This is an optimization exercise on Yosys and OpenROAD, whose aim is small area, a short achievable clock period and few clock cycles, not a production implementation.
RTL that was checked went through simulation tests only; none was proved equivalent to the original.
Power is estimated from default activity; no workload was simulated.

==> module SimpleCPU, before the edit <==
module SimpleCPU(clk, rst, data_fromRAM, wrEn, addr_toRAM, data_toRAM);
input clk, rst;
input wire [31:0] data_fromRAM;
output reg wrEn;
output reg [9:0] addr_toRAM;
output reg [31:0] data_toRAM;    
localparam S_F0  = 4'd0,   
           S_F1  = 4'd1,   
           S_2   = 4'd2,   
           S_3   = 4'd3,   
           S_4   = 4'd4,   
           S_5   = 4'd5,   
           S_IT  = 4'd6,   
           S_J   = 4'd7,   
           S_BR  = 4'd8,   
           S_NFX = 4'd9,   
           S_NFL = 4'd10,  
           S_NFH = 4'd11;  
localparam OP_ADD = 4'd0, OP_ADDi = 4'd1, OP_NAND = 4'd2, OP_NANDi = 4'd3,
           OP_SRL = 4'd4, OP_SRLi = 4'd5, OP_LT = 4'd6, OP_LTi = 4'd7,
           OP_CP = 4'd8, OP_CPi = 4'd9, OP_CPI = 4'd10, OP_CPIi = 4'd11,
           OP_BZJ = 4'd12, OP_BZJi = 4'd13, OP_MUL = 4'd14, OP_MULi = 4'd15;
reg [3:0]  state;
reg        hz;           
reg [9:0]  pc;
reg [3:0]  op;
reg [9:0]  fa;           
reg [31:0] r2;           
reg [31:0] r3;           
reg        g32;          
reg        bz;           
reg        az;           
wire [31:0] d  = data_fromRAM;
wire [31:0] r1 = data_toRAM;
wire [9:0]  pc1 = pc + 10'd1;
wire st_f1  = state == S_F1;
wire st_2   = state == S_2;
wire st_3   = state == S_3;
wire st_4   = state == S_4;
wire st_5   = state == S_5;
wire st_it  = state == S_IT;
wire st_j   = state == S_J;
wire st_br  = state == S_BR;
wire st_nfx = state == S_NFX;
wire st_nfl = state == S_NFL;
wire st_nf  = state == S_NFX || state == S_NFL || state == S_NFH;
wire op_mul  = op[3:1] == 3'b111;
wire op_alu  = ~op[3];                  
wire op_imm  = op[0];
wire op_srl  = op[3:1] == 3'b010;
wire [32:0] sum;
add32 adder (.a(r1), .b(r2), .s(sum));
wire        lt   = sum[32];
wire        srl_last = g32 | (r2[4:1] == 4'd0);
wire        srl_nz   = ~g32 & (r2[4:0] != 5'd0);
wire r3hz = (r3[31:1] == 31'd0);
wire r2lz = (r2[30:0] == 31'd0);
wire r2z  = r2lz & ~r2[31];
wire mul_last = r3hz | r2lz;
wire jz   = st_j & az;
wire take = (st_f1 & ~hz) | (st_br & ~bz) | jz;
reg [3:0] state_n;
reg       nf;            
always @(*) begin
	nf = 1'b0;
	state_n = state;
	case (state)
	S_F0: state_n = S_F1;
	S_F1: state_n = hz ? S_F0 : S_2;
	S_2:  if (op == OP_CPi) begin nf = 1'b1; state_n = S_NFH; end
	      else state_n = S_3;
	S_3:  case (op)
		OP_ADDi, OP_NANDi, OP_LTi: begin nf = 1'b1; state_n = S_NFX; end
		OP_SRLi: if (srl_last) begin nf = 1'b1; state_n = S_NFX; end
		         else state_n = S_IT;
		OP_MULi: state_n = S_IT;
		OP_BZJi: state_n = S_J;
		OP_CPIi, OP_CP: begin nf = 1'b1; state_n = S_NFL; end
		default: state_n = S_4;  
	      endcase
	S_4:  case (op)
		OP_SRL: state_n = S_IT;
		OP_MUL: if (r2z) begin nf = 1'b1; state_n = S_NFH; end
		        else state_n = S_IT;
		OP_CPI: state_n = S_5;
		OP_BZJ: state_n = S_BR;
		default: begin nf = 1'b1; state_n = S_NFX; end  
	      endcase
	S_5:  begin nf = 1'b1; state_n = S_NFL; end
	S_IT: if (op[3] ? mul_last : srl_last) begin nf = 1'b1; state_n = S_NFH; end
	S_J:  state_n = jz ? S_2 : S_F0;
	S_BR: state_n = bz ? S_F1 : S_2;
	S_NFX, S_NFL, S_NFH: state_n = S_F1;
	default: state_n = S_F0;
	endcase
end
wire nf_bzj = st_3 & (op == OP_BZJ);
wire pc_inc = nf | nf_bzj;
always @(posedge clk) begin
	if (rst) begin
		state <= S_F0;
		pc <= 10'd0;
		addr_toRAM <= 10'd0;
		wrEn <= 1'b0;
		hz <= 1'b0;
	end else begin
		state <= state_n;
		wrEn <= st_nf;
		hz <= st_nf & (fa == pc);
		if (pc_inc) pc <= pc1;
		else if (st_j | (st_br & bz)) pc <= sum[9:0];
		if (take) addr_toRAM <= d[23:14];
		else if (pc_inc) addr_toRAM <= pc1;
		else if (st_2) addr_toRAM <= r2[9:0];
		else if (st_4 & (op == OP_CPI)) addr_toRAM <= d[9:0];
		else if (st_4 | st_j) addr_toRAM <= sum[9:0];    
		else addr_toRAM <= fa;                            
	end
end
wire op_lt   = ~op[3] & op[2] & op[1];
wire sel_imm  = take;
wire sel_zero = (st_2 & (op_mul | op == OP_BZJ)) | ((st_nfx | st_it) & op_srl & g32);
wire sel_nd   = st_3 & op_lt;
wire sel_d    = (st_3 & ((op_alu & ~op_lt) | op == OP_BZJi)) | st_nfl;
wire sel_sum  = (st_nfx & op[2:1] == 2'b00) | (st_it & op[3] & r3[0]);
wire sel_nand = st_nfx & op[2:1] == 2'b01;
wire sel_lt   = st_nfx & op[2:1] == 2'b11;
wire sel_shr  = (st_nfx | st_it) & op_srl & srl_nz;
wire r1_en = sel_imm | sel_zero | sel_nd | sel_d | sel_sum | sel_nand | sel_lt | sel_shr;
wire [31:0] r1_n = ({32{sel_d}} & d) | ({32{sel_imm}} & {18'd0, d[13:0]}) |
                   ({32{sel_nd}} & ~d) | ({32{sel_sum}} & sum[31:0]) |
                   ({32{sel_nand}} & ~(r1 & r2)) | {31'd0, sel_lt & lt} |
                   ({32{sel_shr}} & {1'b0, r1[31:1]});
always @(posedge clk) begin
	if (take) begin
		op <= d[31:28];
		fa <= d[23:14];
	end else if (st_3 & (op == OP_CPIi))
		fa <= d[9:0];
	if (r1_en) data_toRAM <= r1_n;
	if (take)
		r2 <= {18'd0, d[13:0]};
	else if ((st_3 & (op_mul | op == OP_BZJ)) | (st_4 & op_alu))
		r2 <= d;
	else if (st_it & op[3])
		r2 <= {r2[30:0], 1'b0};
	else if (st_it & srl_nz)
		r2[4:0] <= r2[4:0] - 5'd1;
	if (take) g32 <= |d[13:5];
	else if (st_4) g32 <= |d[31:5];
	if (st_4) bz <= (d == 32'd0);
	if (st_3) az <= (d[9:0] == 10'd0);
	if (st_4) r3 <= d;
	else if (st_3) r3 <= {18'd0, r2[13:0]};
	else r3 <= {1'b0, r3[31:1]};
end
endmodule
==> flow/config.mk <==
export PLATFORM = sky130hd
export DESIGN_NAME = SimpleCPU
export DESIGN_NICKNAME = SimpleCPU
export VERILOG_FILES = /design/flow/design.v
export SDC_FILE = /design/flow/constraint.sdc
export NUM_CORES = 4
export LEC_CHECK = 0
export ABC_AREA = 1
export CAP_MARGIN = 20
export CORE_MARGIN = 2
export CORE_UTILIZATION = 40
export SLEW_MARGIN = 20
==> flow/constraint.sdc <==
create_clock -name core_clock -period 11.0 [get_ports {clk}]
set_input_delay 2.2000 -clock core_clock [delete_from_list [all_inputs] [get_ports {clk}]]
set_output_delay 2.2000 -clock core_clock [all_outputs]
set_load 0.01 [all_outputs]
standard.sh (not shown) runs the stock make flow with config.mk's settings and CLKGATE_MAP_FILE= SYNTH_SCRIPT=/design/flow/synth_recipe.tcl, a recipe that flattens the netlist after the stock synthesis.
==> flow/flow/run.sh <==
#!/bin/bash
# The standard layout, with plain buffers instead of delay cells on the ports,
# and timing repair aimed at a shorter period than the clock's.
set -euo pipefail
export BUFFER_PORTS_ARGS="-buffer_cell sky130_fd_sc_hd__buf_2"
export SETUP_SLACK_MARGIN=7.7
bash standard.sh > standard.log 2>&1
Testbench counts at the start, summed over its fixed seeds: cycles 252,232.
==> next run, changes <==
--- a/flow/design.v
+++ b/flow/design.v
@@ -26,13 +26,12 @@
 reg [3:0]  op;
 reg [9:0]  fa;           
 reg [31:0] r2;           
 reg [31:0] r3;           
 reg        g32;          
 reg        bz;           
-reg        az;           
 wire [31:0] d  = data_fromRAM;
 wire [31:0] r1 = data_toRAM;
 wire [9:0]  pc1 = pc + 10'd1;
 wire st_f1  = state == S_F1;
 wire st_2   = state == S_2;
 wire st_3   = state == S_3;
@@ -54,24 +53,24 @@
 wire        srl_last = g32 | (r2[4:1] == 4'd0);
 wire        srl_nz   = ~g32 & (r2[4:0] != 5'd0);
 wire r3hz = (r3[31:1] == 31'd0);
 wire r2lz = (r2[30:0] == 31'd0);
 wire r2z  = r2lz & ~r2[31];
 wire mul_last = r3hz | r2lz;
-wire jz   = st_j & az;
-wire take = (st_f1 & ~hz) | (st_br & ~bz) | jz;
+wire take = (st_f1 & ~hz) | (st_br & ~bz);
+wire d_cpi = d[31:28] == OP_CPi;
+wire d_cpb = 1'b0;
 reg [3:0] state_n;
 reg       nf;            
 always @(*) begin
 	nf = 1'b0;
 	state_n = state;
 	case (state)
 	S_F0: state_n = S_F1;
-	S_F1: state_n = hz ? S_F0 : S_2;
-	S_2:  if (op == OP_CPi) begin nf = 1'b1; state_n = S_NFH; end
-	      else state_n = S_3;
+	S_F1: state_n = hz ? S_F0 : d_cpi ? S_NFH : S_2;
+	S_2:  state_n = S_3;
 	S_3:  case (op)
 		OP_ADDi, OP_NANDi, OP_LTi: begin nf = 1'b1; state_n = S_NFX; end
 		OP_SRLi: if (srl_last) begin nf = 1'b1; state_n = S_NFX; end
 		         else state_n = S_IT;
 		OP_MULi: state_n = S_IT;
 		OP_BZJi: state_n = S_J;
@@ -85,20 +84,20 @@
 		OP_CPI: state_n = S_5;
 		OP_BZJ: state_n = S_BR;
 		default: begin nf = 1'b1; state_n = S_NFX; end  
 	      endcase
 	S_5:  begin nf = 1'b1; state_n = S_NFL; end
 	S_IT: if (op[3] ? mul_last : srl_last) begin nf = 1'b1; state_n = S_NFH; end
-	S_J:  state_n = jz ? S_2 : S_F0;
-	S_BR: state_n = bz ? S_F1 : S_2;
+	S_J:  state_n = S_F0;
+	S_BR: state_n = bz ? S_F1 : d_cpi ? S_NFH : S_2;
 	S_NFX, S_NFL, S_NFH: state_n = S_F1;
 	default: state_n = S_F0;
 	endcase
 end
 wire nf_bzj = st_3 & (op == OP_BZJ);
-wire pc_inc = nf | nf_bzj;
+wire pc_inc = nf | nf_bzj | (take & d_cpi);
 always @(posedge clk) begin
 	if (rst) begin
 		state <= S_F0;
 		pc <= 10'd0;
 		addr_toRAM <= 10'd0;
 		wrEn <= 1'b0;
@@ -106,14 +105,15 @@
 	end else begin
 		state <= state_n;
 		wrEn <= st_nf;
 		hz <= st_nf & (fa == pc);
 		if (pc_inc) pc <= pc1;
 		else if (st_j | (st_br & bz)) pc <= sum[9:0];
-		if (take) addr_toRAM <= d[23:14];
-		else if (pc_inc) addr_toRAM <= pc1;
+		if (pc_inc) addr_toRAM <= pc1;
+		else if (take & d_cpb) addr_toRAM <= d[9:0];
+		else if (take) addr_toRAM <= d[23:14];
 		else if (st_2) addr_toRAM <= r2[9:0];
 		else if (st_4 & (op == OP_CPI)) addr_toRAM <= d[9:0];
 		else if (st_4 | st_j) addr_toRAM <= sum[9:0];    
 		else addr_toRAM <= fa;                            
 	end
 end
@@ -146,13 +146,12 @@
 		r2 <= {r2[30:0], 1'b0};
 	else if (st_it & srl_nz)
 		r2[4:0] <= r2[4:0] - 5'd1;
 	if (take) g32 <= |d[13:5];
 	else if (st_4) g32 <= |d[31:5];
 	if (st_4) bz <= (d == 32'd0);
-	if (st_3) az <= (d[9:0] == 10'd0);
 	if (st_4) r3 <= d;
 	else if (st_3) r3 <= {18'd0, r2[13:0]};
 	else r3 <= {1'b0, r3[31:1]};
 end
 endmodule
 module add32(input [31:0] a, input [31:0] b, output [32:0] s);
The changed run completed without violations.
Sequential power falls by 21%.
Critical path depth is unchanged.
First-iteration DRC count rises by 11%.
Area after synthesis falls by 0.52%.
Global-route usage stays flat.
Setup slack is better by 0.037 ns.
The RTL of the second run of this note was laid out without a check of its function.

re-timing with driven ports:
The flow's constraints put no driver on any port. The routed layouts listed below were extracted and timed again, unchanged, in two steps.
Step 1 sets driving cells, clkbuf_16 on the clock port and buf_2 on the other inputs (assumed; they add their load-dependent delay and slew).
Step 2 also shifts input and output timing later by t, the mid clock arrival at the registers, as if the neighbouring blocks saw the same clock.
Slacks: ideal ports / drivers / drivers and shift; pairs: ideal ports / drivers.
run | t (ns) | setup slack, ns | worst slew at a driven data input, ns | cell pins on the clock port's net
the first run | 0.477 | 7.654 / 7.604 / 7.432 | 0.03 | 1
the second run | 0.479 | 7.691 / 7.642 / 7.254 | 0.07 | 1
After both steps every run listed still meets setup and hold. The setup slack of the second run, which loses most, moves by -0.049 ns with the drivers and by -0.437 ns with both steps.
